What follows belongs to an exercise in optimizing a design on an open flow for small area, a short achievable clock period and few clock cycles per item; a production flow would make more cautious choices.
The RTL was checked by simulation tests, not by an equivalence proof against the original design.

## run.sh

```bash
#!/bin/bash
# synth_recipe.tcl (not shown) runs the flow's synth.tcl, then flattens the netlist and writes it again
# the make line also repeats each setting of config.mk as NAME=value (left out here)
make -C /OpenROAD-flow-scripts/flow DESIGN_CONFIG=/design/flow/config.mk WORK_HOME=/design/flow/orfs CLKGATE_MAP_FILE= SYNTH_SCRIPT=/design/flow/synth_recipe.tcl finish
```

## config.mk

```make
export PLATFORM = sky130hd
export DESIGN_NAME = RSA_Encryptor
export DESIGN_NICKNAME = RSA_Encryptor
export VERILOG_FILES = /design/flow/design.v
export SDC_FILE = /design/flow/constraint.sdc
export NUM_CORES = 4
export LEC_CHECK = 0
export CAP_MARGIN = 20
export CORE_MARGIN = 2
export CORE_UTILIZATION = 40
export SLEW_MARGIN = 20
```

## constraint.sdc

```tcl
create_clock -name core_clock -period 10.0 [get_ports {clk}]
set_input_delay 2.0000 -clock core_clock [delete_from_list [all_inputs] [get_ports {clk}]]
set_output_delay 2.0000 -clock core_clock [all_outputs]
set_load 0.01 [all_outputs]
```

## design.v

```verilog
module cpa66(a, b, ci, s);
input  [65:0] a;
input  [65:0] b;
input         ci;
output [65:0] s;
wire [65:0] p = a ^ b;
wire [65:0] g = a & b;
wire [65:0] G0 = {g[65:1], g[0] | (p[0] & ci)};
wire [65:0] P0 = p;
wire [65:0] G1 = {G0[65:1] | (P0[65:1] & G0[64:0]), G0[0:0]};
wire [65:0] P1 = {P0[65:1] & P0[64:0], P0[0:0]};
wire [65:0] G2 = {G1[65:2] | (P1[65:2] & G1[63:0]), G1[1:0]};
wire [65:0] P2 = {P1[65:2] & P1[63:0], P1[1:0]};
wire [65:0] G3 = {G2[65:4] | (P2[65:4] & G2[61:0]), G2[3:0]};
wire [65:0] P3 = {P2[65:4] & P2[61:0], P2[3:0]};
wire [65:0] G4 = {G3[65:8] | (P3[65:8] & G3[57:0]), G3[7:0]};
wire [65:0] P4 = {P3[65:8] & P3[57:0], P3[7:0]};
wire [65:0] G5 = {G4[65:16] | (P4[65:16] & G4[49:0]), G4[15:0]};
wire [65:0] P5 = {P4[65:16] & P4[49:0], P4[15:0]};
wire [65:0] G6 = {G5[65:32] | (P5[65:32] & G5[33:0]), G5[31:0]};
wire [65:0] P6 = {P5[65:32] & P5[33:0], P5[31:0]};
wire [65:0] G7 = {G6[65:64] | (P6[65:64] & G6[1:0]), G6[63:0]};
wire [65:0] P7 = {P6[65:64] & P6[1:0], P6[63:0]};
assign s = p ^ {G7[64:0], ci};
endmodule
module mont_step(S, C, k, a, ab, B, N, So, Co, ko);
input  [65:0] S;
input  [65:0] C;
input         k;
input  [2:0]  a;
input  [2:0]  ab;
input  [64:0] B;
input  [63:0] N;
output [65:0] So;
output [65:0] Co;
output        ko;
wire [2:0] u = S[2:0] + C[2:0] + {2'b0, k} + ab;
wire [2:0] q = (3'd0 - u) * N[2:0];
wire [68:0] p0 = a[0] ? {4'b0, B} : 69'd0;
wire [68:0] p1 = {(a[1] ? {3'b0, B} : 68'd0), k};
wire [68:0] p2 = {(a[2] ? {2'b0, B} : 67'd0), 2'b0};
wire [68:0] r0 = q[0] ? {5'b0, N} : 69'd0;
wire [68:0] r1 = {(q[1] ? {4'b0, N} : 68'd0), 1'b0};
wire [68:0] r2 = {(q[2] ? {3'b0, N} : 67'd0), 2'b0};
wire [68:0] s0 = {3'b0, S};
wire [68:0] c0 = {3'b0, C};
wire [68:0] s1 = s0 ^ c0 ^ p0;
wire [68:0] c1 = {((s0 & c0) | (s0 & p0) | (c0 & p0)), 1'b0};
wire [68:0] s2 = s1 ^ c1 ^ p1;
wire [68:0] c2 = {((s1 & c1) | (s1 & p1) | (c1 & p1)), 1'b0};
wire [68:0] s3 = s2 ^ c2 ^ p2;
wire [68:0] c3 = {((s2 & c2) | (s2 & p2) | (c2 & p2)), 1'b0};
wire [68:0] s4 = r0 ^ r1 ^ r2;
wire [68:0] c4 = {((r0 & r1) | (r0 & r2) | (r1 & r2)), 1'b0};
wire [68:0] s5 = s3 ^ c3 ^ s4;
wire [68:0] c5 = {((s3 & c3) | (s3 & s4) | (c3 & s4)), 1'b0};
wire [68:0] s6 = s5 ^ c5 ^ c4;
wire [68:0] c6 = {((s5 & c5) | (s5 & c4) | (c5 & c4)), 1'b0};
assign So = s6[68:3];
assign Co = c6[68:3];
assign ko = |{s6[2:0], c6[2:1]};
endmodule
module RSA_Encryptor(private_key, public_key, message_val, clk, start, rst, cal_done, cal_val);
	input 	[63:0] 	private_key;	 
	input 	[63:0] 	public_key;		 
	input 	[63:0] 	message_val;	 
	input 			clk;
	input 			start;
	input 			rst;
	output	reg		cal_done;
	output	[63:0]	cal_val;
	localparam IDLE  = 3'd0;
	localparam SETUP = 3'd1;	 
	localparam DIV   = 3'd2;	 
	localparam MUL   = 3'd3;	 
	localparam CPA   = 3'd4;	 
	localparam FIX   = 3'd5;	 
	localparam M_SQ  = 2'd0;	 
	localparam M_MX  = 2'd1;	 
	localparam M_FIN = 2'd2;	 
	reg [2:0]  state;
	reg [1:0]  mode;
	reg        first;		 
	reg [7:0]  cnt;
	reg [6:0]  ecnt;		 
	reg [63:0] N;
	reg [63:0] E;
	reg [64:0] X;			 
	reg [64:0] A;			 
	reg [65:0] S;			 
	reg [65:0] C;
	reg        k;			 
	reg [2:0]  ad;			 
	reg [2:0]  abr;			 
	reg        idle;
	assign cal_val = A[63:0];
	wire [65:0] cpa;
	cpa66 u_cpa(.a(S), .b(C), .ci(k), .s(cpa));
	wire [65:0] Sn, Cn;
	wire        kn;
	wire [2:0]  dnext;
	mont_step u_step(.S(S), .C(C), .k(k), .a(ad), .ab(abr), .B(A), .N(N),
	                 .So(Sn), .Co(Cn), .ko(kn));
	wire        ok  = ~cpa[65];
	wire [64:0] rem = ok ? cpa[64:0] : S[64:0];
	wire        ez  = ~|E;
	wire        divbit = ez ? (cnt == 8'd63) : X[63];
	wire [68:0] dsrc = (mode == M_MX) ? {4'b0, X} : {4'b0, A};
	assign      dnext = (mode == M_FIN) ? 3'd0 : dsrc[3*cnt[4:0]+3 +: 3];
	wire        nmx  = mode == M_SQ && E[63] && !first;
	wire        nfin = !nmx && ecnt <= 7'd1;
	wire [2:0]  d0   = nmx ? X[2:0] : (nfin ? 3'd1 : cpa[2:0]);
	wire eshift = (state == SETUP || state == DIV) && !E[63] && ecnt != 7'd0;
	always @(posedge clk or posedge rst)
	begin
		if (rst)
		begin
			state    <= IDLE;
			idle     <= 1'b1;
			cal_done <= 1'b0;
		end
		else
		begin
			cal_done <= 1'b0;
			idle     <= 1'b0;
			case (state)
			IDLE:  if (start) state <= SETUP;
			       else idle <= 1'b1;
			SETUP: state <= DIV;
			DIV:   if (cnt == 8'd129) state <= CPA;
			MUL:   if (cnt == 8'd21) state <= CPA;
			CPA:   if (mode == M_FIN && !first) state <= FIX;
			       else state <= MUL;
			FIX:   begin
				cal_done <= 1'b1;
				idle     <= 1'b1;
				state    <= IDLE;
			end
			default: state <= IDLE;
			endcase
		end
	end
	always @(posedge clk)
	begin
		case (state)
		MUL:     begin S <= Sn; C <= Cn; k <= kn; end
		DIV:     begin
			S <= {rem, divbit};
			if (cnt == 8'd129) begin C <= 66'd0; k <= 1'b0; end
			else begin C <= {2'b11, ~N}; k <= 1'b1; end
		end
		SETUP:   begin S <= 66'd0; C <= {2'b11, ~N}; k <= 1'b1; end
		default: begin S <= 66'd0; C <= 66'd0; k <= 1'b0; end
		endcase
		if (idle)
		begin
			E    <= private_key;
			ecnt <= 7'd64;
		end
		else if (eshift)
		begin
			E    <= {E[62:0], 1'b0};
			ecnt <= ecnt - 7'd1;
		end
		else if (state == CPA && !(mode == M_FIN && !first) && !nmx && !nfin)
		begin
			E    <= {E[62:0], 1'b0};
			ecnt <= ecnt - 7'd1;
		end
		if (idle) N <= public_key;
		if (idle) X <= {1'b0, message_val};
		else if (state == DIV)      X <= {X[63:0], 1'b0};
		else if (state == CPA && first) X <= cpa[64:0];
		if (state == CPA)      A <= cpa[64:0];
		else if (state == FIX) A <= (A == {1'b0, N}) ? 65'd0 : A;
		case (state)
		SETUP: cnt <= 8'd0;
		DIV:   cnt <= cnt + 8'd1;
		MUL:   cnt <= cnt + 8'd1;
		default: cnt <= 8'd0;
		endcase
		if (state == DIV) first <= 1'b1;
		else if (state == CPA) first <= 1'b0;
		if (state == MUL)
		begin
			ad  <= dnext;
			abr <= dnext * A[2:0];
		end
		else if (state == CPA)
		begin
			ad   <= d0;
			abr  <= d0 * cpa[2:0];
			mode <= nmx ? M_MX : (nfin ? M_FIN : M_SQ);
		end
	end
endmodule
```

==> reports/results.ini, run 1 <==
[outcome]
outcome=finished clean

[place]
pre_cts_slack_ns=4.64
portBuffers=259
place.gp.congestion=0.920
dp.final_hpwl_um=90200
placed_cells=4579

[synth]
yosys.cell_types.count=85
yosysTopAreaCell=edfxtp_1
netlist.area_leader.share_pct=23.4
synth_most_common_cell=nand2_1
syn_inst=3388
ys_top_cells_by_count=450 x nand2_1, 389 x fa_1, 369 x inv_1, 265 x edfxtp_1, 209 x nor2_1
ys_warn_count=1
synthArstFlopShare_pct=1.19
yosys-top-cells-area=edfxtp_1 23%, fa_1 23%, dfxtp_1 8.8%
synth.cell_area_sq_um=34100
yosys_register_bits=420
synth.net_count=4056
synth_edf_count=265
syn_area_per_cell_sq_um=10.1
synth-main-ff-cell=edfxtp_1
seq_area_frac_synth_pct=32.5

[timing]
relSlewSlack_pct=26.7
fin_skew_ns=0.0529
finalMaxSlewViolations=0
finalSetupViolations=0
timing.final.crit_share_pct=54.5
hold_violations=0
final.min_clock_period_ns=5.45
worst_slew_pin_slew_ns=1.10
timing.hold.ws_ns=0.522
finalSetupTns_ns=0
fmax_mhz=184
layout_setup_ws_ns=4.55
rsz0062_at_grt=no

[critical_path]
rr_worst_depth=15
timing.rr.end=S[9]
r2r-start=C[0]
crit_required_ns=10.52
cp-start-kind=register
path_class=register to register
critical_path.startpoint=C[0]
critPathMaxFanout=34
r2r_slack_ns=4.55
worstSetupEndpointType=register
cp.arrival_ns=5.96

[floorplan]
dieArea_sq_um=87500
die_h_um=296
row_count=107
start_util_pct=40.2
fp.coreArea_sq_um=84700
ios=260
die_w_um=296

[routing]
wl_per_cell_um=25.1
drt_pass1_iterations=5
wl_um=118000
vias=26100
initialDrtViolationCount=2052
drc=0
ant_nets=0
vias_per_cell=5.59

[clock_network]
cts.sinks=420
postCtsResizedCells=0
holdBufCountCts=0
clk_latency_ns=0.66
cts_tree=built
clkTransAtPathRegs_ns=0.07
clk_path_buf_depth=3
htreeDepth=2
cts_setup_buffers=0
cts_root_buffer=clkbuf_16
cts-buffers-inserted=54

[global_routing]
antenna_found_initial=1
grt_pass1_wl_um=175000
grt_max_degree=94
track_usage_pct=27.1
grt-ovfl-total=0
grt_pass1_vias=27100

[layout]
multi_input_area_sq_um=20400
syn2layout_area_growth_pct=14.5
area.sequential_sq_um=11100
post-route-util_pct=46.0
fin_cells=4681
fillers=8125
fin_nets=4159
drive_above_1_share_pct=7.27

[hold_path]
hold_depth=2
worst_hold_path_type=register to register
hold_end=ecnt[1]
min-delay-start=ecnt[1]

[run]
maxCapViolations=0

registers in the layout (all words and copies together) (netlist names), 7 cells and up:
register	count
C	66
A	65
E	64
cnt	8
N	64
ecnt	7
S	66
X	65
area by class of cell:
type | instances | share of cell area [%]
Antenna cell | 2 | 0.0128
Clock buffer | 72 | 3.71
Clock inverter | 28 | 0.933
Inverter | 369 | 3.55
Multi-Input combinational cell | 2355 | 52.4
Sequential cell | 420 | 28.4
Tap cell | 1144 | 3.67
Timing Repair Buffer | 291 | 7.26
metal layers:
metal,up-vias,global-route usage [%],routed length [um]
met5,-,0,0
met4,0,14.3,7080
met3,264,2.94,5980
met2,898,47.2,59500
met1,13400,33.1,45100
li1,11600,-,-
worst max-delay path, stage by stage (launching register included):
cell	delay [ns]
dfxtp_1	0.36
fa_1	0.43
inv_1	0.09
fa_1	0.43
ha_1	0.30
and2_1	0.15
ha_2	0.80
buf_4	0.52
nand2_1	0.14
fa_1	0.53
inv_1	0.06
fa_1	0.55
inv_1	0.06
fa_1	0.43
or3_1	0.36
o311ai_1	0.08
cell usage in the layout, fill, tap and decap left out, types with 35 or more instances in the layout:
cell type,instances
nand2_1,447
fa_1,389
inv_1,369
edfxtp_1,265
clkdlybuf4s50_1,259
nor2_1,208
a21oi_1,156
dfxtp_1,149
and2_1,144
o21ai_0,117
ha_1,83
o22ai_1,76
mux2_2,74
xnor2_1,59
xor2_1,56
clkbuf_16,54
nand3_1,51
a21o_1,40
o31a_1,38
mux4_2,36
nand4_1,35
through the flow:
stage,cell area [sq um]
5_1_grt,39000
4_1_cts,39000
3_5_place_dp,37200
6_report,39000
3_3_place_gp,37200
2_1_floorplan,34100
cell families (layout without fill, tap and decap cells):
kind of cell | after synthesis | after routing | synth area share [%]
adder cells (fa/ha/maj) | 473 | 473 | 25.9
AND/OR/NAND/NOR | 1055 | 1055 | 14.5
flip-flops | 420 | 420 | 32.5
multiplexers | 134 | 134 | 5.53
other | 0 | 2 | 0
buffers and inverters | 613 | 760 | 7.61
XOR/XNOR | 118 | 118 | 3.11
AO/OA/AOI/OAI | 575 | 575 | 10.8
worst max path at each step:
stage,endpoint,slack (ns),depth (start not counted)
5_1_grt,S[9],4.33,15
6_report,S[9],4.55,15
4_1_cts,S[9],4.58,15
3_5_place_dp,S[9],4.64,15
2_1_floorplan,A[0],3.58,6
3_3_place_gp,S[9],4.74,15
Testbench counts, summed over its fixed seeds: cycles 73,090, items 32.
==> run 2, diff against run 1 <==
--- a/design.v
+++ b/design.v
@@ -25,3 +25,3 @@
 endmodule
-module mont_step(S, C, k, a, ab, B, N, So, Co, ko);
+module mont_step(S, C, k, u, a, ab, B, N, So, Co, ko, uo);
 input  [65:0] S;
@@ -29,2 +29,3 @@
 input         k;
+input  [2:0]  u;
 input  [2:0]  a;
@@ -36,4 +37,4 @@
 output        ko;
-wire [2:0] u = S[2:0] + C[2:0] + {2'b0, k} + ab;
-wire [2:0] q = (3'd0 - u) * N[2:0];
+output [2:0]  uo;
+wire [2:0] q = (3'd0 - (u + ab)) * N[2:0];
 wire [68:0] p0 = a[0] ? {4'b0, B} : 69'd0;
@@ -61,2 +62,3 @@
 assign ko = |{s6[2:0], c6[2:1]};
+assign uo = s6[5:3] + c6[5:3] + {2'b0, ko};
 endmodule
@@ -92,2 +94,3 @@
 	reg        k;			 
+	reg [2:0]  u;			 
 	reg [2:0]  ad;			 
@@ -100,5 +103,6 @@
 	wire        kn;
+	wire [2:0]  un;
 	wire [2:0]  dnext;
-	mont_step u_step(.S(S), .C(C), .k(k), .a(ad), .ab(abr), .B(A), .N(N),
-	                 .So(Sn), .Co(Cn), .ko(kn));
+	mont_step u_step(.S(S), .C(C), .k(k), .u(u), .a(ad), .ab(abr), .B(A), .N(N),
+	                 .So(Sn), .Co(Cn), .ko(kn), .uo(un));
 	wire        ok  = ~cpa[65];
@@ -145,3 +149,3 @@
 		case (state)
-		MUL:     begin S <= Sn; C <= Cn; k <= kn; end
+		MUL:     begin S <= Sn; C <= Cn; k <= kn; u <= un; end
 		DIV:     begin
@@ -152,3 +156,3 @@
 		SETUP:   begin S <= 66'd0; C <= {2'b11, ~N}; k <= 1'b1; end
-		default: begin S <= 66'd0; C <= 66'd0; k <= 1'b0; end
+		default: begin S <= 66'd0; C <= 66'd0; k <= 1'b0; u <= 3'd0; end
 		endcase
==> run 2 against run 1 <==
Effect of this change: still clean; non-clock buffer count increased by 8; first-iteration DRC count increased by 44%; critical path type unchanged.
==> reports/results.ini, run 2 <==
[synth]
synth-main-ff-cell=edfxtp_1  ; unchanged
yosys_register_bits=423  ; was 420
syn_area_per_cell_sq_um=9.68  ; was 10.1 sq um
yosysTopAreaCell=edfxtp_1  ; unchanged
synth.cell_area_sq_um=35900  ; was 34,100 sq um
yosys-top-cells-area=edfxtp_1 22%, fa_1 22%, dfxtp_1 8.4%  ; was edfxtp_1 23%, fa_1 23%, dfxtp_1 8.8%
synth_top_family_by_area=adder cells  ; unchanged
netlist.area_leader.share_pct=22.4  ; was 23.4%
synth_edf_count=268  ; was 265
synth_mux_area_share_pct=5.36  ; was 5.53%
syn_inst=3703  ; was 3,388
synth_most_common_cell=nand2_1  ; unchanged
ys_top_cells_by_count=482 x nand2_1, 410 x inv_1, 389 x fa_1, 268 x edfxtp_1, 169 x nor2_1  ; was 450 x nand2_1, 389 x fa_1, 369 x inv_1, 265 x edfxtp_1, 209 x nor2_1
yosys.cell_types.count=95  ; was 85
seq_area_frac_synth_pct=31.2  ; was 32.5%
synth.net_count=4372  ; was 4,056
yosys.area_share.adder_pct=24.7  ; was 25.9%
synth_compound_area_share_pct=10.9  ; was 10.8%
ys_warn_count=1  ; unchanged
synth_xor_area_share_pct=2.88  ; was 3.11%
synthSimpleGateAreaFrac_pct=16.9  ; was 14.5%
synthArstFlopShare_pct=1.18  ; was 1.19%

[critical_path]
critical_path.startpoint=abr[1]  ; was C[0]
r2r-start=abr[1]  ; was C[0]
crit_required_ns=10.38  ; was 10.52 ns
rr_worst_depth=16  ; was 15
worstSetupEndpointType=register  ; unchanged
critPathMaxFanout=64  ; was 34
r2r_slack_ns=4.07  ; was 4.55 ns
path_class=register to register  ; unchanged
crit_end=u[2]  ; was S[9]
cp-start-kind=register  ; unchanged
timing.rr.end=u[2]  ; was S[9]
cp.arrival_ns=6.31  ; was 5.96 ns

[layout]
syn2layout_area_growth_pct=13.6  ; was 14.5%
drive_above_1_share_pct=7.38  ; was 7.27%
fin_nets=4446  ; was 4,159
top_regs=C: 66 flops, S: 66 flops  ; unchanged
fin_cells=4988  ; was 4,681
final_cell_mix=478 x nand2_1, 410 x inv_1, 389 x fa_1, 268 x edfxtp_1, 259 x clkdlybuf4s50_1  ; was 447 x nand2_1, 389 x fa_1, 369 x inv_1, 265 x edfxtp_1, 259 x clkdlybuf4s50_1
final_common_cell=nand2_1  ; unchanged
area.sequential_sq_um=11200  ; was 11,100 sq um
fillers=8460  ; was 8,125
post-route-util_pct=45.9  ; was 46.0%
multi_input_area_sq_um=21900  ; was 20,400 sq um

[place]
dp.final_hpwl_um=96200  ; was 90,200 um
place.gp.congestion=0.975  ; was 0.920
pre_cts_slack_ns=4.04  ; was 4.64 ns
portBuffers=259  ; unchanged
placed_cells=4887  ; was 4,579

[routing]
vias=29000  ; was 26,100
vias_per_cell=5.82  ; was 5.59
wl_per_cell_um=25.6  ; was 25.1 um
wl_um=128000  ; was 118,000 um
initialDrtViolationCount=2953  ; was 2,052
drt_pass1_iterations=6  ; was 5
ant_nets=0  ; unchanged
drc=0  ; unchanged

[hold_path]
worst_hold_path_type=register to register  ; unchanged
hold_depth=2  ; unchanged

[timing]
finalSetupTns_ns=0  ; unchanged
hold_violations=0  ; unchanged
timing.hold.ws_ns=0.511  ; was 0.522 ns
worst_slew_pin_slew_ns=1.26  ; was 1.10 ns
finalSetupViolations=0  ; unchanged
layout_setup_ws_ns=4.07  ; was 4.55 ns
timing.final.crit_share_pct=59.3  ; was 54.5%
fin_skew_ns=0.0458  ; was 0.0529 ns
relSlewSlack_pct=16.3  ; was 26.7%
final.min_clock_period_ns=5.93  ; was 5.45 ns
fmax_mhz=169  ; was 184 MHz
finalMaxSlewViolations=0  ; unchanged
rsz0062_at_grt=no  ; unchanged

[clock_network]
htreeDepth=2  ; unchanged
cts.sinks=423  ; was 420
clkTransAtPathRegs_ns=0.06  ; was 0.07 ns
clk_latency_ns=0.66  ; about the same
clk_path_buf_depth=3  ; unchanged
cts-buffers-inserted=53  ; was 54
cts_root_buffer=clkbuf_16  ; unchanged
cts_tree=built  ; unchanged
holdBufCountCts=0  ; unchanged
postCtsResizedCells=0  ; unchanged
cts_setup_buffers=0  ; unchanged

[global_routing]
grt-ovfl-total=0  ; unchanged
grt_pass1_wl_um=190000  ; was 175,000 um
antenna_found_initial=6  ; was 1
track_usage_pct=27.9  ; was 27.1%
grt_max_degree=89  ; was 94
grt_pass1_vias=28400  ; was 27,100

[floorplan]
die_w_um=303  ; was 296 um
start_util_pct=40.4  ; was 40.2%
ios=260  ; unchanged
dieArea_sq_um=92000  ; was 87,500 sq um
row_count=109  ; was 107
fp.coreArea_sq_um=88600  ; was 84,700 sq um
die_h_um=303  ; was 296 um

[outcome]
outcome=finished clean  ; unchanged

[run]
maxCapViolations=0  ; unchanged

## run 2: area by class of cell
| type | instances | share of cell area [%] |
|---|---|---|
| clock inverter | 29 | 0.906 |
| sequential | 423 | 27.5 |
| inverter | 411 | 3.79 |
| clock buffer | 71 | 3.50 |
| timing repair buffer | 299 | 7.10 |
| tap | 1165 | 3.58 |
| antenna | 1 | 0.00614 |
| multi-input combinational | 2589 | 53.7 |
## run 2: cells by family (layout without fill, tap and decap cells)
kind of cell | after synthesis | count (layout)
adders and majority gates | 474 | 474
muxes | 138 | 138
and+or+nand+nor | 1256 | 1256
other | 0 | 1
xor gates and xnor gates | 118 | 118
buffers and inverters | 691 | 810
AOI/OAI and AO/OA | 603 | 603
DFF | 423 | 423
## run 2: worst min path at each step
stage | from | end | slack (ns)
after floorplan | ecnt[5] | ecnt[5] | 0.48
after global placement | ecnt[5] | ecnt[5] | 0.49
final | ecnt[1] | ecnt[1] | 0.51
after global routing | ecnt[5] | ecnt[5] | 0.55
after detailed placement | ecnt[1] | ecnt[1] | 0.50
after CTS | ecnt[1] | ecnt[1] | 0.52
## run 2: critical path: stages, from the launching register on
cell and delay, ns:
edfxtp_1 0.37, ha_1 0.28, inv_1 0.04, ha_1 0.27, and2_1 0.16, ha_2 0.30
buf_4 0.69, and2_1 0.26, fa_1 0.46, fa_1 0.54, inv_1 0.05, fa_1 0.47
or4b_2 0.63, fa_1 0.47, fa_1 0.44, xnor2_1 0.16, nor2_1 0.05
## run 2: metal layers
metal | vias up | share of wire, % | global-route usage (%)
met5 | - | 0.045 | 0
met4 | 8 | 3.9 | 10.0
met3 | 238 | 12 | 7.79
met2 | 1517 | 42 | 40.2
met1 | 14500 | 42 | 39.9
li1 | 12700 | - | -
## run 2: metrics by stage
step | area [sq um]
global placement | 38900
CTS | 40700
global route | 40700
detailed placement | 38900
floorplan | 35900
finish | 40700
Testbench counts of run 2, summed over its fixed seeds: cycles 73,090, items 32.
==> run 3, diff against run 2 <==
--- a/design.v
+++ b/design.v
@@ -25,3 +25,3 @@
 endmodule
-module mont_step(S, C, k, u, a, ab, B, N, So, Co, ko, uo);
+module mont_step(S, C, k, a, ab, B, N, So, Co, ko);
 input  [65:0] S;
@@ -29,3 +29,2 @@
 input         k;
-input  [2:0]  u;
 input  [2:0]  a;
@@ -37,4 +36,4 @@
 output        ko;
-output [2:0]  uo;
-wire [2:0] q = (3'd0 - (u + ab)) * N[2:0];
+wire [2:0] u = S[2:0] + C[2:0] + {2'b0, k} + ab;
+wire [2:0] q = (3'd0 - u) * N[2:0];
 wire [68:0] p0 = a[0] ? {4'b0, B} : 69'd0;
@@ -62,3 +61,2 @@
 assign ko = |{s6[2:0], c6[2:1]};
-assign uo = s6[5:3] + c6[5:3] + {2'b0, ko};
 endmodule
@@ -94,3 +92,2 @@
 	reg        k;			 
-	reg [2:0]  u;			 
 	reg [2:0]  ad;			 
@@ -103,6 +100,5 @@
 	wire        kn;
-	wire [2:0]  un;
 	wire [2:0]  dnext;
-	mont_step u_step(.S(S), .C(C), .k(k), .u(u), .a(ad), .ab(abr), .B(A), .N(N),
-	                 .So(Sn), .Co(Cn), .ko(kn), .uo(un));
+	mont_step u_step(.S(S), .C(C), .k(k), .a(ad), .ab(abr), .B(A), .N(N),
+	                 .So(Sn), .Co(Cn), .ko(kn));
 	wire        ok  = ~cpa[65];
@@ -149,3 +145,3 @@
 		case (state)
-		MUL:     begin S <= Sn; C <= Cn; k <= kn; u <= un; end
+		MUL:     begin S <= Sn; C <= Cn; k <= kn; end
 		DIV:     begin
@@ -156,3 +152,3 @@
 		SETUP:   begin S <= 66'd0; C <= {2'b11, ~N}; k <= 1'b1; end
-		default: begin S <= 66'd0; C <= 66'd0; k <= 1'b0; u <= 3'd0; end
+		default: begin S <= 66'd0; C <= 66'd0; k <= 1'b0; end
 		endcase
==> flow/run.sh (new file) <==
#!/bin/bash
# Layout flow: the standard layout (standard.sh, unchanged synthesis),
# with two repair settings changed:
#  - the input and output ports are buffered with buf_2 cells instead of the
#    default pick, a slow delay buffer;
#  - repair_timing aims for SETUP_SLACK_MARGIN ns of extra setup slack.
# The clock period and all constraints are the standard flow's.
set -euo pipefail
MARGIN=6.5
bash standard.sh "BUFFER_PORTS_ARGS=-buffer_cell sky130_fd_sc_hd__buf_2" \
	"SETUP_SLACK_MARGIN=${MARGIN}" finish > standard.log 2>&1
==> standard.sh (new file) <==
#!/bin/bash
# synth_recipe.tcl (not shown) runs the flow's synth.tcl, then flattens the netlist and writes it again
# the make line also repeats each setting of config.mk as NAME=value (left out here)
make -C /OpenROAD-flow-scripts/flow DESIGN_CONFIG=/design/flow/config.mk WORK_HOME=/design/flow/orfs CLKGATE_MAP_FILE= SYNTH_SCRIPT=/design/flow/synth_recipe.tcl "${@:-finish}"
removed: run.sh
==> run 3 against run 2 <==
Effect of this change: still clean on timing, DRC and antenna; die area fell by 4.9%; cell count fell by 2.9%; hold slack improved by 0.0038 ns; sequential share of layout area fell by 0.50 points; critical endpoint is now S[35].
==> reports/results.ini, run 3 <==
[routing]
wl_per_cell_um=26.0  ; was 25.6 um
vias_per_cell=5.66  ; was 5.82
initialDrtViolationCount=2545  ; was 2,953
vias=27400  ; was 29,000
wl_um=126000  ; was 128,000 um
ant_nets=0  ; unchanged
drc=0  ; unchanged
drt_pass1_iterations=6  ; unchanged

[timing]
worst_slew_pin_slew_ns=1.24  ; was 1.26 ns
final.min_clock_period_ns=4.83  ; was 5.93 ns
hold_violations=0  ; unchanged
timing.hold.ws_ns=0.515  ; was 0.511 ns
finalMaxSlewViolations=0  ; unchanged
rsz0062_at_grt=yes  ; was no
fmax_mhz=207  ; was 169 MHz
timing.final.crit_share_pct=48.3  ; was 59.3%
finalSetupTns_ns=0  ; unchanged
finalSetupViolations=0  ; unchanged
layout_setup_ws_ns=5.17  ; was 4.07 ns
fin_skew_ns=0.0232  ; was 0.0458 ns
relSlewSlack_pct=17.4  ; was 16.3%

[hold_path]
worst_hold_path_type=register to register  ; unchanged

[layout]
final_common_cell=nand2_1  ; unchanged
fillers=7859  ; was 8,460
syn2layout_area_growth_pct=21.1  ; was 13.6%
final_cell_mix=399 x nand2_1, 340 x inv_1, 334 x fa_1, 265 x edfxtp_1, 256 x buf_2  ; was 478 x nand2_1, 410 x inv_1, 389 x fa_1, 268 x edfxtp_1, 259 x clkdlybuf4s50_1
fin_nets=4323  ; was 4,446
drive_above_1_share_pct=27.1  ; was 7.38%
top_regs=C: 66 flops, S: 66 flops  ; unchanged

[synth]
yosys-top-cells-area=edfxtp_1 23%, fa_1 23%, dfxtp_1 8.8%  ; was edfxtp_1 22%, fa_1 22%, dfxtp_1 8.4%
ys_top_cells_by_count=450 x nand2_1, 389 x fa_1, 369 x inv_1, 265 x edfxtp_1, 209 x nor2_1  ; was 482 x nand2_1, 410 x inv_1, 389 x fa_1, 268 x edfxtp_1, 169 x nor2_1
synth.net_count=4056  ; was 4,372
yosysTopAreaCell=edfxtp_1  ; unchanged
synthArstFlopShare_pct=1.19  ; was 1.18%
synth_edf_count=265  ; was 268
synth.cell_area_sq_um=34100  ; was 35,900 sq um
seq_area_frac_synth_pct=32.5  ; was 31.2%
synth_most_common_cell=nand2_1  ; unchanged
yosys_register_bits=420  ; was 423
syn_area_per_cell_sq_um=10.1  ; was 9.68 sq um
yosys.cell_types.count=85  ; was 95
ys_warn_count=1  ; unchanged
syn_inst=3388  ; was 3,703
netlist.area_leader.share_pct=23.4  ; was 22.4%
synth-main-ff-cell=edfxtp_1  ; unchanged

[clock_network]
cts_root_buffer=clkbuf_16  ; unchanged
cts.sinks=420  ; was 423
cts-buffers-inserted=51  ; was 53
cts_tree=built  ; unchanged
clk_path_buf_depth=3  ; unchanged
htreeDepth=2  ; unchanged
clk_latency_ns=0.64  ; was 0.66 ns
holdBufCountCts=0  ; unchanged
clkTransAtPathRegs_ns=0.06  ; about the same

[place]
place.gp.congestion=0.962  ; was 0.975
pre_cts_slack_ns=4.17  ; was 4.04 ns
portBuffers=259  ; unchanged
dp.final_hpwl_um=89600  ; was 96,200 um

[critical_path]
worstSetupEndpointType=register  ; unchanged
r2r_slack_ns=5.17  ; was 4.07 ns
critPathMaxFanout=6  ; was 64
cp-start-kind=register  ; unchanged
cp.arrival_ns=5.34  ; was 6.31 ns
path_class=register to register  ; unchanged
crit_required_ns=10.51  ; was 10.38 ns

[floorplan]
dieArea_sq_um=87500  ; was 92,000 sq um
ios=260  ; unchanged
die_w_um=296  ; was 303 um
die_h_um=296  ; was 303 um
row_count=107  ; was 109
fp.coreArea_sq_um=84700  ; was 88,600 sq um
start_util_pct=40.2  ; was 40.4%

[global_routing]
grt-ovfl-total=0  ; unchanged
antenna_found_initial=2  ; was 6
grt_pass1_vias=27800  ; was 28,400
grt_max_degree=193  ; was 89
track_usage_pct=28.3  ; was 27.9%
grt_pass1_wl_um=182000  ; was 190,000 um

[run]
maxCapViolations=0  ; unchanged

[outcome]
outcome=finished clean  ; unchanged

==> run 3: changes by cell type after synthesis, moves of 35 or more <==
| cell | change |
|---|---|
| nor3_1 | -93 |
| nand3_1 | -67 |
| or3_1 | -47 |
| inv_1 | -41 |
| nor2_1 | +40 |
| and3_1 | -36 |
| o31a_1 | +35 |
==> run 3: cells by family (layout without fill, tap and decap cells) <==
family                   Yosys count  count (layout)  synth area share, %
buffers and inverters            613             922                 7.61
multiplexers                     134             134                 5.53
flip-flops                       420             420                 32.5
XOR/XNOR                         118             119                 3.11
AO/OA/AOI/OAI                    575             575                 10.8
AND/OR/NAND/NOR                 1055            1055                 14.5
other                              0               2                    0
adder cells (fa/ha/maj)          473             473                 25.9
==> run 3: per-layer routing <==
layer	wire, um	global-route usage (%)	part of all wire (%)
met5	13	0	0.010
met4	8530	16.6	6.8
met3	9160	4.29	7.3
met2	62000	48.3	49
met1	46100	34.0	37
==> run 3: worst paths after layout <==
path	startpoint	to	depth (start not counted)
max in group asynchronous	rst	idle	2
min	S[64]	S[65]	2
min in group asynchronous	rst	cal_done	2
min reg2reg	S[64]	S[65]	2
max	abr[0]	S[35]	17
max reg2reg	abr[0]	S[35]	17
==> run 3: cell type report <==
cell class	count	area, sq um	area share, %
Clock inverter	21	198	0.479
Multi-Input combinational cell	2356	22200	53.9
Clock buffer	75	1490	3.60
Timing Repair Buffer	457	3400	8.24
Tap cell	1144	1430	3.47
Sequential cell	420	11100	27.0
Inverter	369	1390	3.37
Antenna cell	2	5.00	0.0121
==> run 3: repair_timing <==
action | CTS | global route
cloned | 8 | 2
pin swaps | 81 | 196
buffers inserted | 110 | 45
resized for setup | 171 | 295
endpoints found under the setup margin | 418 | 339
==> run 3: worst max-delay path, cell delays in order, from the launching register on <==
cell	delay, ns
edfxtp_1	0.41
fa_2	0.42
inv_2	0.07
fa_1	0.45
ha_4	0.28
and2_4	0.15
ha_4	0.17
xnor2_4	0.21
xnor2_4	0.15
buf_12	0.17
buf_12	0.15
clkbuf_16	0.19
nand2_4	0.06
fa_1	0.60
fa_2	0.48
fa_1	0.55
a21oi_2	0.06
o31a_1	0.14
==> run 3: per-stage QoR <==
stage | cells | instance area [sq um] | utilization, %
4_1_cts | 4795 | 39700 | 46.8
2_1_floorplan | 3388 | 34200 | -
5_1_grt | 4843 | 41200 | 48.7
3_3_place_gp | 4580 | 36000 | 42.5
3_5_place_dp | 4581 | 36100 | 42.5
6_report | 4844 | 41300 | 48.7
Testbench counts of run 3, summed over its fixed seeds: cycles 73,090, items 32.
==> run 4, diff against run 3 <==
--- a/design.v
+++ b/design.v
@@ -25,8 +25,9 @@
 endmodule
-module mont_step(S, C, k, a, ab, B, N, So, Co, ko);
+module mont_step(S, C, v, k, a, abn, B, N, So, Co, ko, vo);
 input  [65:0] S;
 input  [65:0] C;
+input  [2:0]  v;
 input         k;
 input  [2:0]  a;
-input  [2:0]  ab;
+input  [2:0]  abn;
 input  [64:0] B;
@@ -36,4 +37,14 @@
 output        ko;
-wire [2:0] u = S[2:0] + C[2:0] + {2'b0, k} + ab;
-wire [2:0] q = (3'd0 - u) * N[2:0];
+output [2:0]  vo;
+wire [2:0] fs = S[2:0] ^ C[2:0] ^ v;
+wire [2:0] fc = (S[2:0] & C[2:0]) | (S[2:0] & v) | (C[2:0] & v);
+wire [2:0] u;
+assign u[0] = fs[0];
+assign u[1] = fs[1] ^ fc[0];
+assign u[2] = fs[2] ^ fc[1] ^ (fs[1] & fc[0]);
+wire [2:0] mn = {~N[2], ~N[1], 1'b1};	 
+wire [2:0] q;
+assign q[0] = u[0];
+assign q[1] = u[1] ^ (mn[1] & u[0]);
+assign q[2] = u[2] ^ (mn[1] & u[1]) ^ (mn[2] & u[0]) ^ (u[1] & mn[1] & u[0]);
 wire [68:0] p0 = a[0] ? {4'b0, B} : 69'd0;
@@ -61,2 +72,5 @@
 assign ko = |{s6[2:0], c6[2:1]};
+assign vo[0] = abn[0] ^ ko;
+assign vo[1] = abn[1] ^ (abn[0] & ko);
+assign vo[2] = abn[2] ^ (abn[1] & abn[0] & ko);
 endmodule
@@ -70,3 +84,3 @@
 	output	reg		cal_done;
-	output	[63:0]	cal_val;
+	output	reg [63:0]	cal_val;
 	localparam IDLE  = 3'd0;
@@ -83,2 +97,4 @@
 	reg        first;		 
+	reg        ph;			 
+	reg        sg;			 
 	reg [7:0]  cnt;
@@ -92,6 +108,5 @@
 	reg        k;			 
+	reg [2:0]  v;			 
 	reg [2:0]  ad;			 
-	reg [2:0]  abr;			 
 	reg        idle;
-	assign cal_val = A[63:0];
 	wire [65:0] cpa;
@@ -100,7 +115,10 @@
 	wire        kn;
+	wire [2:0]  vn;
 	wire [2:0]  dnext;
-	mont_step u_step(.S(S), .C(C), .k(k), .a(ad), .ab(abr), .B(A), .N(N),
-	                 .So(Sn), .Co(Cn), .ko(kn));
-	wire        ok  = ~cpa[65];
-	wire [64:0] rem = ok ? cpa[64:0] : S[64:0];
+	wire [2:0]  abn = dnext * A[2:0];
+	mont_step u_step(.S(S), .C(C), .v(v), .k(k), .a(ad), .abn(abn), .B(A), .N(N),
+	                 .So(Sn), .Co(Cn), .ko(kn), .vo(vn));
+	wire        fast  = N[63] && S[65:63] == 3'd0;
+	wire        dstep = state == DIV && (fast || ph);
+	wire [64:0] rem   = (fast || sg) ? S[64:0] : A[64:0];
 	wire        ez  = ~|E;
@@ -112,2 +130,3 @@
 	wire [2:0]  d0   = nmx ? X[2:0] : (nfin ? 3'd1 : cpa[2:0]);
+	wire [2:0]  ab0  = d0 * cpa[2:0];
 	wire eshift = (state == SETUP || state == DIV) && !E[63] && ecnt != 7'd0;
@@ -129,3 +148,3 @@
 			SETUP: state <= DIV;
-			DIV:   if (cnt == 8'd129) state <= CPA;
+			DIV:   if (dstep && cnt == 8'd129) state <= CPA;
 			MUL:   if (cnt == 8'd21) state <= CPA;
@@ -146,6 +165,6 @@
 		MUL:     begin S <= Sn; C <= Cn; k <= kn; end
-		DIV:     begin
+		DIV:     if (dstep)
+		begin
 			S <= {rem, divbit};
 			if (cnt == 8'd129) begin C <= 66'd0; k <= 1'b0; end
-			else begin C <= {2'b11, ~N}; k <= 1'b1; end
 		end
@@ -171,9 +190,11 @@
 		if (idle) X <= {1'b0, message_val};
-		else if (state == DIV)      X <= {X[63:0], 1'b0};
+		else if (dstep)             X <= {X[63:0], 1'b0};
 		else if (state == CPA && first) X <= cpa[64:0];
-		if (state == CPA)      A <= cpa[64:0];
-		else if (state == FIX) A <= (A == {1'b0, N}) ? 65'd0 : A;
+		if (state == CPA || (state == DIV && !dstep)) A <= cpa[64:0];
+		sg <= cpa[65];
+		ph <= state == DIV && !dstep;
+		cal_val <= (A == {1'b0, N}) ? 64'd0 : A[63:0];
 		case (state)
 		SETUP: cnt <= 8'd0;
-		DIV:   cnt <= cnt + 8'd1;
+		DIV:   if (dstep) cnt <= cnt + 8'd1;
 		MUL:   cnt <= cnt + 8'd1;
@@ -186,3 +207,3 @@
 			ad  <= dnext;
-			abr <= dnext * A[2:0];
+			v   <= vn;
 		end
@@ -191,3 +212,3 @@
 			ad   <= d0;
-			abr  <= d0 * cpa[2:0];
+			v    <= ab0;
 			mode <= nmx ? M_MX : (nfin ? M_FIN : M_SQ);
==> run 4 against run 3 <==
Effect of this change: hold slack lost 0.0035 ns; design area grew 8.8%; largest cell class unchanged; non-clock buffer count shrank 18; critical endpoint is now v[2]; still clean; critical path type unchanged.
==> reports/results.ini, run 4 <==
[routing]
wl_um=122000  ; was 126,000 um
vias_per_cell=5.64  ; was 5.66
drc=0  ; unchanged
drt_pass1_iterations=7  ; was 6
vias=27300  ; was 27,400
ant_nets=0  ; unchanged
initialDrtViolationCount=2711  ; was 2,545
wl_per_cell_um=25.3  ; was 26.0 um

[global_routing]
grt_pass1_vias=27600  ; was 27,800
antenna_found_initial=20  ; was 2
track_usage_pct=25.9  ; was 28.3%
grt-ovfl-total=0  ; unchanged
grt_pass1_wl_um=181000  ; was 182,000 um
grt_max_degree=170  ; was 193

[clock_network]
cts.sinks=486  ; was 420
cts_tree=built  ; unchanged
cts-buffers-inserted=59  ; was 51
clk_path_buf_depth=3  ; unchanged
clk_latency_ns=0.66  ; was 0.64 ns
cts_root_buffer=clkbuf_16  ; unchanged
clkTransAtPathRegs_ns=0.06  ; about the same
holdBufCountCts=0  ; unchanged
htreeDepth=2  ; unchanged

[layout]
drive_above_1_share_pct=29.3  ; was 27.1%
fin_cells=4839  ; was 4,844
top_regs=C: 66 flops, S: 66 flops  ; unchanged
fin_nets=4278  ; was 4,323
area.sequential_sq_um=13800  ; was 11,100 sq um
final_common_cell=edfxtp_1  ; was nand2_1
fillers=7955  ; was 7,859
final_cell_mix=406 x edfxtp_1, 348 x nand2_1, 306 x fa_1, 270 x inv_1, 260 x buf_2  ; was 399 x nand2_1, 340 x inv_1, 334 x fa_1, 265 x edfxtp_1, 256 x buf_2
syn2layout_area_growth_pct=23.9  ; was 21.1%
post-route-util_pct=49.9  ; was 48.7%
multi_input_area_sq_um=22700  ; was 22,200 sq um

[timing]
timing.final.crit_share_pct=46.2  ; was 48.3%
worst_slew_pin_slew_ns=1.34  ; was 1.24 ns
timing.hold.ws_ns=0.511  ; was 0.515 ns
fmax_mhz=216  ; was 207 MHz
finalSetupViolations=0  ; unchanged
relSlewSlack_pct=10.6  ; was 17.4%
finalSetupTns_ns=0  ; unchanged
final.min_clock_period_ns=4.62  ; was 4.83 ns
fin_skew_ns=0.0254  ; was 0.0232 ns
hold_violations=0  ; unchanged
finalMaxSlewViolations=0  ; unchanged
rsz0062_at_grt=yes  ; unchanged

[floorplan]
ios=260  ; unchanged
fp.coreArea_sq_um=89900  ; was 84,700 sq um
row_count=110  ; was 107
start_util_pct=40.3  ; was 40.2%
die_w_um=305  ; was 296 um
dieArea_sq_um=93000  ; was 87,500 sq um
die_h_um=305  ; was 296 um

[outcome]
outcome=finished clean  ; unchanged

[synth]
synthArstFlopShare_pct=1.03  ; was 1.19%
syn_area_per_cell_sq_um=11.0  ; was 10.1 sq um
yosysTopAreaCell=edfxtp_1  ; unchanged
seq_area_frac_synth_pct=38.2  ; was 32.5%
yosys-top-cells-area=edfxtp_1 34%, fa_1 22%, nand2_1 4.3%  ; was edfxtp_1 23%, fa_1 23%, dfxtp_1 8.8%
yosys_register_bits=486  ; was 420
synth-main-ff-cell=edfxtp_1  ; unchanged
synth.cell_area_sq_um=36200  ; was 34,100 sq um
synth_edf_count=406  ; was 265
syn_inst=3284  ; was 3,388
ys_top_cells_by_count=415 x nand2_1, 406 x edfxtp_1, 389 x fa_1, 330 x inv_1, 199 x and2_1  ; was 450 x nand2_1, 389 x fa_1, 369 x inv_1, 265 x edfxtp_1, 209 x nor2_1
ys_warn_count=1  ; unchanged
netlist.area_leader.share_pct=33.7  ; was 23.4%
yosys.cell_types.count=75  ; was 85
synth_most_common_cell=nand2_1  ; unchanged
synth.net_count=3951  ; was 4,056

[critical_path]
cp.arrival_ns=5.01  ; was 5.34 ns
path_class=register to register  ; unchanged
critPathMaxFanout=6  ; unchanged
worstSetupEndpointType=register  ; unchanged
cp-start-kind=register  ; unchanged
crit_required_ns=10.39  ; was 10.51 ns

[place]
placed_cells=4574  ; was 4,581
dp.final_hpwl_um=81600  ; was 89,600 um
portBuffers=259  ; unchanged
place.gp.congestion=0.917  ; was 0.962

[run]
maxCapViolations=0  ; unchanged

[hold_path]
worst_hold_path_type=register to register  ; unchanged

==> run 4: cell types whose count changed in the layout (fill, tap and decap cells not counted), moves of 55 or more <==
| cell | change |
|---|---|
| a211oi_1 | +60 |
| edfxtp_1 | +141 |
| nor2_1 | -106 |
| nor2b_1 | +56 |
| mux2i_1 | +55 |
| buf_4 | -62 |
| and2_1 | +58 |
| dfxtp_1 | -61 |
| inv_1 | -70 |
==> run 4: final timing paths <==
path / startpoint / end / slack (ns) / cells after the start
max: ad[0] / v[2] / 5.38 / 16
min: ecnt[5] / ecnt[5] / 0.51 / 2
max reg2reg: ad[0] / v[2] / 5.38 / 16
min reg2reg: ecnt[5] / ecnt[5] / 0.51 / 2
max in group asynchronous: rst / idle / 8.51 / 2
min in group asynchronous: rst / cal_done / 1.25 / 2
==> run 4: routing by layer <==
metal / vias up / GRT usage (%) / wire [um]
li1: 11900 / - / -
met1: 13800 / 34.9 / 49700
met2: 1295 / 39.9 / 54900
met3: 246 / 7.71 / 12500
met4: 36 / 8.93 / 4930
met5: - / 0 / 230
==> run 4: kinds of logic (layout without fill, tap and decap cells) <==
| logic type | Yosys count | after routing | share of synthesized area (%) |
|---|---|---|---|
| flip-flops | 486 | 486 | 38.2 |
| buffers and inverters | 503 | 881 | 5.31 |
| other | 0 | 1 | 0 |
| multiplexers | 172 | 172 | 5.85 |
| XOR/XNOR | 141 | 141 | 3.41 |
| AND/OR/NAND/NOR | 967 | 967 | 13.1 |
| adder cells (fa/ha/maj) | 472 | 472 | 24.4 |
| AO/OA/AOI/OAI | 543 | 543 | 9.76 |
==> run 4: cell type report <==
type	instances	share of cell area, %
Timing Repair Buffer	439	7.90
Tap cell	1176	3.28
Inverter	330	2.78
Sequential cell	486	30.8
Clock buffer	80	3.76
Clock inverter	32	0.965
Antenna cell	1	0.00558
Multi-Input combinational cell	2295	50.5
==> run 4: timing repair <==
action                                  CTS  global route
gates cloned                             12             0
pin swaps                               178           237
endpoints found under the setup margin  472           246
gates resized for setup                 277           364
setup buffers                            71            68
==> run 4: per-stage QoR <==
| step | instance area (sq um) | setup slack (ns) |
|---|---|---|
| floorplan | 36300 | 5.27 |
| CTS | 42800 | 5.40 |
| global placement | 38700 | 4.53 |
| finish | 44900 | 5.38 |
| detailed placement | 38700 | 4.49 |
| global route | 44900 | 5.13 |
==> run 4: worst max-delay path: stages, from the launching register on <==
cell	delay, ns
edfxtp_1	0.52
and2_1	0.22
fa_1	0.49
inv_1	0.06
fa_1	0.47
inv_1	0.05
fa_1	0.49
fa_1	0.55
inv_1	0.05
fa_1	0.47
nor4b_4	0.25
nor2b_2	0.10
and3_1	0.17
o21ai_1	0.13
nand4_1	0.11
xnor2_1	0.15
a21oi_1	0.07
Testbench counts of run 4, summed over its fixed seeds: cycles 74,483, items 32.
==> run 5, diff against run 4 <==
==> run.sh (new file) <==
#!/bin/bash
# synth_recipe.tcl (not shown) runs the flow's synth.tcl, then flattens the netlist and writes it again
# the make line also repeats each setting of config.mk as NAME=value (left out here)
make -C /OpenROAD-flow-scripts/flow DESIGN_CONFIG=/design/flow/config.mk WORK_HOME=/design/flow/orfs CLKGATE_MAP_FILE= SYNTH_SCRIPT=/design/flow/synth_recipe.tcl finish
removed: flow/run.sh
removed: standard.sh
==> run 5 against run 4 <==
Effect of this change: synthesized cell count unchanged; clock skew down 0.0079 ns.
==> reports/results.ini, run 5 <==
[global_routing]
grt_pass1_vias=27000  ; was 27,600
track_usage_pct=24.7  ; was 25.9%
antenna_found_initial=11  ; was 20
grt_max_degree=88  ; was 170
grt_pass1_wl_um=174000  ; was 181,000 um
grt-ovfl-total=0  ; unchanged

[synth]
synth-main-ff-cell=edfxtp_1  ; unchanged
synth_most_common_cell=nand2_1  ; unchanged
netlist.area_leader.share_pct=33.7  ; unchanged
yosysTopAreaCell=edfxtp_1  ; unchanged
syn_area_per_cell_sq_um=11.0  ; unchanged
synth_edf_count=406  ; unchanged
synthArstFlopShare_pct=1.03  ; unchanged
seq_area_frac_synth_pct=38.2  ; unchanged
ys_warn_count=1  ; unchanged
synth.cell_area_sq_um=36200  ; unchanged
syn_inst=3284  ; unchanged
yosys_register_bits=486  ; unchanged
yosys-top-cells-area=edfxtp_1 34%, fa_1 22%, nand2_1 4.3%  ; unchanged
ys_top_cells_by_count=415 x nand2_1, 406 x edfxtp_1, 389 x fa_1, 330 x inv_1, 199 x and2_1  ; unchanged
yosys.cell_types.count=75  ; unchanged
synth.net_count=3951  ; unchanged

[timing]
hold_violations=0  ; unchanged
fmax_mhz=189  ; was 216 MHz
final.min_clock_period_ns=5.29  ; was 4.62 ns
finalMaxSlewViolations=0  ; unchanged
relSlewSlack_pct=22.0  ; was 10.6%
fin_skew_ns=0.0175  ; was 0.0254 ns
timing.final.crit_share_pct=52.9  ; was 46.2%
finalSetupViolations=0  ; unchanged
timing.hold.ws_ns=0.518  ; was 0.511 ns
finalSetupTns_ns=0  ; unchanged
worst_slew_pin_slew_ns=1.17  ; was 1.34 ns
rsz0062_at_grt=no  ; was yes
layout_setup_ws_ns=4.71  ; was 5.38 ns

[place]
pre_cts_slack_ns=4.73  ; was 4.49 ns
portBuffers=259  ; unchanged
placed_cells=4580  ; was 4,574
place.gp.congestion=0.923  ; was 0.917
dp.final_hpwl_um=82800  ; was 81,600 um

[clock_network]
cts.sinks=486  ; unchanged
cts-buffers-inserted=61  ; was 59
clkTransAtPathRegs_ns=0.06  ; about the same
cts_tree=built  ; unchanged
holdBufCountCts=0  ; unchanged
clk_latency_ns=0.67  ; was 0.66 ns
cts_root_buffer=clkbuf_16  ; unchanged
postCtsResizedCells=0  ; was 277
htreeDepth=2  ; unchanged
cts_setup_buffers=0  ; was 71
clk_path_buf_depth=3  ; unchanged

[critical_path]
rr_worst_depth=19  ; was 16
r2r-start=C[1]  ; was ad[0]
critical_path.slowest_cell=fa_1  ; unchanged
worstSetupEndpointType=register  ; unchanged
cp-start-kind=register  ; unchanged
cp_slowest_stage_delay_ns=0.55  ; about the same
critical_path.startpoint=C[1]  ; was ad[0]
cp.arrival_ns=5.70  ; was 5.01 ns
timing.rr.end=v[2]  ; unchanged
r2r_slack_ns=4.71  ; was 5.38 ns
crit_required_ns=10.41  ; was 10.39 ns
critPathMaxFanout=4  ; was 6
path_cells=inv_1 -> fa_1 -> inv_1 -> ha_1 -> a21oi_1 -> xnor2_2 -> nand2_1 -> fa_1 -> inv_1 -> fa_1 -> inv_1 -> fa_1 -> nor4b_1 -> nor2b_1 -> and3_1 -> o21ai_0 -> nand4_1 -> xnor2_1 -> a21oi_1  ; was and2_1 -> fa_1 -> inv_1 -> fa_1 -> inv_1 -> fa_1 -> fa_1 -> inv_1 -> fa_1 -> nor4b_4 -> nor2b_2 -> and3_1 -> o21ai_1 -> nand4_1 -> xnor2_1 -> a21oi_1
path_class=register to register  ; unchanged

[routing]
met1Wirelength_um=49200  ; was 49,700 um
drc=0  ; unchanged
highest_layer=met5  ; unchanged
vias=26400  ; was 27,300
wl_um=115000  ; was 122,000 um
dr_wl_met2_um=51400  ; was 54,900 um
initialDrtViolationCount=2289  ; was 2,711
ant_nets=0  ; unchanged
vias_per_cell=5.61  ; was 5.64
drt_pass1_iterations=5  ; was 7
dr_wl_met3_um=10400  ; was 12,500 um
wl_per_cell_um=24.4  ; was 25.3 um

[floorplan]
start_util_pct=40.3  ; unchanged
row_count=110  ; unchanged
dieArea_sq_um=93000  ; unchanged
ios=260  ; unchanged
die_h_um=305  ; unchanged
fp.coreArea_sq_um=89900  ; unchanged
die_w_um=305  ; unchanged

[hold_path]
min-delay-start=ecnt[1]  ; was ecnt[5]
worst_hold_path_type=register to register  ; unchanged
hold_depth=2  ; unchanged
hold_end=ecnt[1]  ; was ecnt[5]

[run]
maxCapViolations=0  ; unchanged

[layout]
syn2layout_area_growth_pct=16.5  ; was 23.9%
multi_input_area_sq_um=20600  ; was 22,700 sq um
fin_nets=4134  ; was 4,278
drive_above_1_share_pct=7.33  ; was 29.3%
top_regs=C: 66 flops, S: 66 flops  ; unchanged
fin_cells=4697  ; was 4,839
area.sequential_sq_um=13800  ; unchanged
final_cell_mix=412 x nand2_1, 406 x edfxtp_1, 388 x fa_1, 330 x inv_1, 259 x clkdlybuf4s50_1  ; was 406 x edfxtp_1, 348 x nand2_1, 306 x fa_1, 270 x inv_1, 260 x buf_2
final_common_cell=nand2_1  ; was edfxtp_1
fillers=8294  ; was 7,955

[outcome]
outcome=finished clean  ; unchanged

[run 5: cells by family (layout without fill, tap and decap cells)]
| family | count (synthesis) | in the layout | share of synthesized area, % |
|---|---|---|---|
| and+or+nand+nor | 967 | 967 | 13.1 |
| buffers and inverters | 503 | 739 | 5.31 |
| adders and majority gates | 472 | 472 | 24.4 |
| muxes | 172 | 172 | 5.85 |
| DFF | 486 | 486 | 38.2 |
| other | 0 | 1 | 0 |
| AOI/OAI and AO/OA | 543 | 543 | 9.76 |
| xor gates and xnor gates | 141 | 141 | 3.41 |
[run 5: worst max-delay path: cells and delay by family (launching register included)]
kind,cells,cell delay (ns)
AO/OA/AOI/OAI,3,0.47
XOR/XNOR,2,0.33
adder cells (fa/ha/maj),5,2.43
buffers and inverters,4,0.24
flip-flops,1,0.46
AND/OR/NAND/NOR,5,1.10
[run 5: layout make-up]
class	instances	share of cell area, %
clock inverters	35	1.16
well taps	1176	3.49
diodes	1	0.00593
inverters	330	2.94
flip-flops and latches	486	32.8
repair buffers	293	6.75
clock buffers	81	4.12
multi-input cells	2295	48.8
[run 5: worst max path at each step]
| stage | to | depth (start not counted) |
|---|---|---|
| 2_1_floorplan | state[2] | 8 |
| 3_3_place_gp | v[2] | 19 |
| 3_5_place_dp | v[2] | 19 |
| 4_1_cts | v[2] | 19 |
| 5_1_grt | v[2] | 19 |
| 6_report | v[2] | 19 |
[run 5: stage by stage]
step | utilization (%) | area [sq um]
final | 46.9 | 42200
after global routing | 46.9 | 42200
after CTS | 46.9 | 42200
after detailed placement | 44.4 | 39900
after global placement | 44.4 | 39900
after floorplan | - | 36200
[run 5: routing by layer]
layer,GRT usage [%],vias to the layer above
met3,6.39,182
met5,0,-
met2,38.1,1085
met1,34.2,13400
li1,-,11600
met4,7.10,16
==> run 6, diff against run 5 <==
--- a/design.v
+++ b/design.v
@@ -84,3 +84,3 @@
 	output	reg		cal_done;
-	output	reg [63:0]	cal_val;
+	output	[63:0]	cal_val;
 	localparam IDLE  = 3'd0;
@@ -97,4 +97,2 @@
 	reg        first;		 
-	reg        ph;			 
-	reg        sg;			 
 	reg [7:0]  cnt;
@@ -109,2 +107,3 @@
 	reg [2:0]  v;			 
+	assign cal_val = A[63:0];
 	reg [2:0]  ad;			 
@@ -120,7 +119,6 @@
 	                 .So(Sn), .Co(Cn), .ko(kn), .vo(vn));
-	wire        fast  = N[63] && S[65:63] == 3'd0;
-	wire        dstep = state == DIV && (fast || ph);
-	wire [64:0] rem   = (fast || sg) ? S[64:0] : A[64:0];
+	wire        ok  = ~cpa[65];
+	wire [64:0] rem = ok ? cpa[64:0] : S[64:0];
 	wire        ez  = ~|E;
-	wire        divbit = ez ? (cnt == 8'd63) : X[63];
+	wire        divbit = ez ? (cnt == 8'd63) : (cnt[7:6] == 2'b00 && X[~cnt[5:0]]);
 	wire [68:0] dsrc = (mode == M_MX) ? {4'b0, X} : {4'b0, A};
@@ -148,3 +146,3 @@
 			SETUP: state <= DIV;
-			DIV:   if (dstep && cnt == 8'd129) state <= CPA;
+			DIV:   if (cnt == 8'd129) state <= CPA;
 			MUL:   if (cnt == 8'd21) state <= CPA;
@@ -165,8 +163,8 @@
 		MUL:     begin S <= Sn; C <= Cn; k <= kn; end
-		DIV:     if (dstep)
-		begin
+		DIV:     begin
 			S <= {rem, divbit};
 			if (cnt == 8'd129) begin C <= 66'd0; k <= 1'b0; end
-		end
-		SETUP:   begin S <= 66'd0; C <= {2'b11, ~N}; k <= 1'b1; end
+			else begin C <= {2'b11, ~N}; k <= 1'b1; end
+		end
+		SETUP:   begin S <= (N[63] && !ez) ? {3'b0, X[63:1]} : 66'd0; C <= {2'b11, ~N}; k <= 1'b1; end
 		default: begin S <= 66'd0; C <= 66'd0; k <= 1'b0; end
@@ -190,11 +188,8 @@
 		if (idle) X <= {1'b0, message_val};
-		else if (dstep)             X <= {X[63:0], 1'b0};
 		else if (state == CPA && first) X <= cpa[64:0];
-		if (state == CPA || (state == DIV && !dstep)) A <= cpa[64:0];
-		sg <= cpa[65];
-		ph <= state == DIV && !dstep;
-		cal_val <= (A == {1'b0, N}) ? 64'd0 : A[63:0];
+		if (state == CPA) A <= cpa[64:0];
+		else if (state == FIX) A <= (A == {1'b0, N}) ? 65'd0 : A;
 		case (state)
-		SETUP: cnt <= 8'd0;
-		DIV:   if (dstep) cnt <= cnt + 8'd1;
+		SETUP: cnt <= N[63] ? 8'd63 : 8'd0;
+		DIV:   cnt <= cnt + 8'd1;
 		MUL:   cnt <= cnt + 8'd1;
==> flow/run.sh (new file) <==
#!/bin/bash
# Layout flow: the standard layout (standard.sh, unchanged synthesis),
# with two repair settings changed:
#  - the input and output ports are buffered with buf_2 cells instead of the
#    default pick, a slow delay buffer;
#  - repair_timing aims for SETUP_SLACK_MARGIN ns of extra setup slack.
# The clock period and all constraints are the standard flow's.
set -euo pipefail
MARGIN=6.5
bash standard.sh "BUFFER_PORTS_ARGS=-buffer_cell sky130_fd_sc_hd__buf_2" \
	"SETUP_SLACK_MARGIN=${MARGIN}" finish > standard.log 2>&1
==> standard.sh (new file) <==
#!/bin/bash
# synth_recipe.tcl (not shown) runs the flow's synth.tcl, then flattens the netlist and writes it again
# the make line also repeats each setting of config.mk as NAME=value (left out here)
make -C /OpenROAD-flow-scripts/flow DESIGN_CONFIG=/design/flow/config.mk WORK_HOME=/design/flow/orfs CLKGATE_MAP_FILE= SYNTH_SCRIPT=/design/flow/synth_recipe.tcl "${@:-finish}"
removed: run.sh
==> run 6 against run 5 <==
Effect of this change: die area shrank 6.8%; clock skew up 0.019 ns; core utilization grew 1.9 points; critical path type unchanged; design area is 3.2% lower; via count grew 3.0%; fmax rose by 12%; synthesized area shrank 6.9%; hold slack worse by 0.015 ns; critical endpoint unchanged; flip-flop and latch count down 66; non-clock buffer count grew 144.
==> reports/results.ini, run 6 <==
[floorplan]
fp.coreArea_sq_um=83600  ; was 89,900 sq um
die_w_um=294  ; was 305 um
ios=260  ; unchanged
row_count=106  ; was 110
dieArea_sq_um=86700  ; was 93,000 sq um
die_h_um=294  ; was 305 um

[hold_path]
worst_hold_path_type=register to register  ; unchanged

[synth]
yosysTopAreaCell=edfxtp_1  ; unchanged
seq_area_frac_synth_pct=32.9  ; was 38.2%
synth_most_common_cell=nand2_1  ; unchanged
yosys.cell_types.count=84  ; was 75
synthArstFlopShare_pct=1.19  ; was 1.03%
yosys.area_share.adder_pct=26.1  ; was 24.4%
synth_edf_count=265  ; was 406
synth-main-ff-cell=edfxtp_1  ; unchanged
syn_area_per_cell_sq_um=10.2  ; was 11.0 sq um
syn_inst=3296  ; was 3,284
synth_mux_area_share_pct=6.35  ; was 5.85%
synth.cell_area_sq_um=33700  ; was 36,200 sq um
ys_warn_count=1  ; unchanged
ys_top_cells_by_count=490 x nand2_1, 435 x inv_1, 389 x fa_1, 265 x edfxtp_1, 167 x o21ai_0  ; was 415 x nand2_1, 406 x edfxtp_1, 389 x fa_1, 330 x inv_1, 199 x and2_1
yosys-top-cells-area=edfxtp_1 24%, fa_1 23%, dfxtp_1 8.9%  ; was edfxtp_1 34%, fa_1 22%, nand2_1 4.3%

[outcome]
outcome=finished clean  ; unchanged

[timing]
fmax_mhz=212  ; was 189 MHz
layout_setup_ws_ns=5.29  ; was 4.71 ns
fin_skew_ns=0.0363  ; was 0.0175 ns
finalSetupViolations=0  ; unchanged
hold_violations=0  ; unchanged
finalSetupTns_ns=0  ; unchanged
relSlewSlack_pct=35.4  ; was 22.0%

[routing]
drt_pass1_iterations=8  ; was 5
initialDrtViolationCount=2816  ; was 2,289
vias=27200  ; was 26,400

[clock_network]
clk_path_buf_depth=3  ; unchanged
cts.sinks=420  ; was 486
cts_root_buffer=clkbuf_16  ; unchanged
clk_latency_ns=0.64  ; was 0.67 ns
cts-buffers-inserted=53  ; was 61
holdBufCountCts=0  ; unchanged

[place]
portBuffers=259  ; unchanged
pre_cts_slack_ns=4.30  ; was 4.73 ns
place.gp.congestion=0.939  ; was 0.923

[layout]
syn2layout_area_growth_pct=21.0  ; was 16.5%
drive_above_1_share_pct=26.5  ; was 7.33%

[critical_path]
cp.arrival_ns=5.05  ; was 5.70 ns
critPathMaxFanout=3  ; was 4
cp-start-kind=register  ; unchanged

[global_routing]
antenna_found_initial=4  ; was 11

[run]
maxCapViolations=0  ; unchanged

run 6: cell types whose count changed after synthesis, sizes merged, moves of 75 or more:
cell	delta
inv	+105
edfxtp	-141
nand2	+75
dfxtp	+75
and2	-82
a211oi	-112
run 6: worst max-delay path, stage by stage, from the launching register on:
cell	delay, ns
dfxtp_4	0.35
inv_2	0.04
fa_1	0.54
inv_2	0.05
ha_4	0.17
xnor2_4	0.19
xnor2_4	0.16
buf_12	0.14
xnor2_4	0.11
buf_6	0.13
nand2_4	0.04
fa_1	0.48
inv_1	0.05
fa_1	0.50
inv_2	0.05
fa_1	0.51
nor4b_4	0.28
nor3b_2	0.09
xor2_1	0.17
nand2_1	0.09
xnor2_1	0.14
nor2_1	0.08
a21oi_1	0.05
run 6: layout make-up:
type                            count  area [sq um]  area share (%)
Antenna cell                        4          10.0          0.0245
Clock buffer                       65          1430            3.51
Clock inverter                     35           464            1.14
Inverter                          436          1640            4.01
Multi-Input combinational cell   2219         21400            52.5
Sequential cell                   420         11100            27.2
Tap cell                         1080          1350            3.31
Timing Repair Buffer              437          3390            8.29
run 6: metrics by stage:
stage / cell area, sq um / util (%) / instances / hold WS, ns
2_1_floorplan: 33800 / - / 3296 / 0.459
3_3_place_gp: 35700 / 42.7 / 4444 / 0.482
3_5_place_dp: 35700 / 42.7 / 4444 / 0.490
4_1_cts: 40200 / 48.1 / 4649 / 0.503
5_1_grt: 40800 / 48.8 / 4693 / 0.556
6_report: 40800 / 48.9 / 4696 / 0.503
run 6: path summary, 6_finish.rpt:
check                      start  endpoint  slack, ns  cells past startpoint
min reg2reg                X[64]     X[64]       0.50                      2
min in group asynchronous    rst  state[2]       1.29                      2
min                        X[64]     X[64]       0.50                      2
max in group asynchronous    rst      idle       8.45                      2
max reg2reg                 C[1]      v[2]       5.29                     22
max                         C[1]      v[2]       5.29                     22
run 6: logic make-up after synthesis:
family,after synthesis
and+or+nand+nor,959
buffers and inverters,660
AOI/OAI and AO/OA,522
adders and majority gates,471
DFF,420
muxes,139
xor gates and xnor gates,125
run 6: repair_timing:
item / in CTS / in global routing
gates cloned: 16 / 0
setup buffers: 89 / 43
setup endpoints to repair: 352 / 388
pin swaps: 200 / 108
resized for setup: 360 / 88
run 6: metal layers:
| layer | vias up | global-route usage, % | routed length, um |
|---|---|---|---|
| met4 | 4 | 12.5 | 6190 |
| met5 | - | 0 | 23 |
| li1 | 11600 | - | - |
| met3 | 342 | 5.75 | 11400 |
| met1 | 13800 | 38.0 | 49400 |
| met2 | 1438 | 43.4 | 54600 |
Testbench counts of run 6, summed over its fixed seeds: cycles 71,074, items 32.

-- what the ideal ports hide --
The flow's constraints put no driver on any port. The routed layouts listed below were extracted and timed again, unchanged, in two steps. Step 1 (the two cells are an assumption about what drives the block):
set clk [get_ports {clk}]
set_driving_cell -lib_cell sky130_fd_sc_hd__clkbuf_16 $clk
set_driving_cell -lib_cell sky130_fd_sc_hd__buf_2 [delete_from_list [all_inputs] $clk]
Step 2 times the ports against the registers' clock, not the clock port: input delays grow and output delays shrink by t, the midpoint of the rising clock arrivals with the driver on. a / b / c = no drivers / after step 1 / after step 2; a / b = the first two.
run	shift t [ns]	setup slack, ns	worst setup path at the end
run 1	0.696	4.552 / 4.552 / 4.552	register to register
run 2	0.714	4.069 / 4.069 / 4.069	register to register
run 3	0.694	5.169 / 5.169 / 5.169	register to register
run 4	0.711	5.379 / 5.379 / 5.379	register to register
run 5	0.728	4.711 / 4.711 / 4.711	register to register
run 6	0.688	5.291 / 5.291 / 5.291	register to register
After both steps every run listed still meets setup and hold.
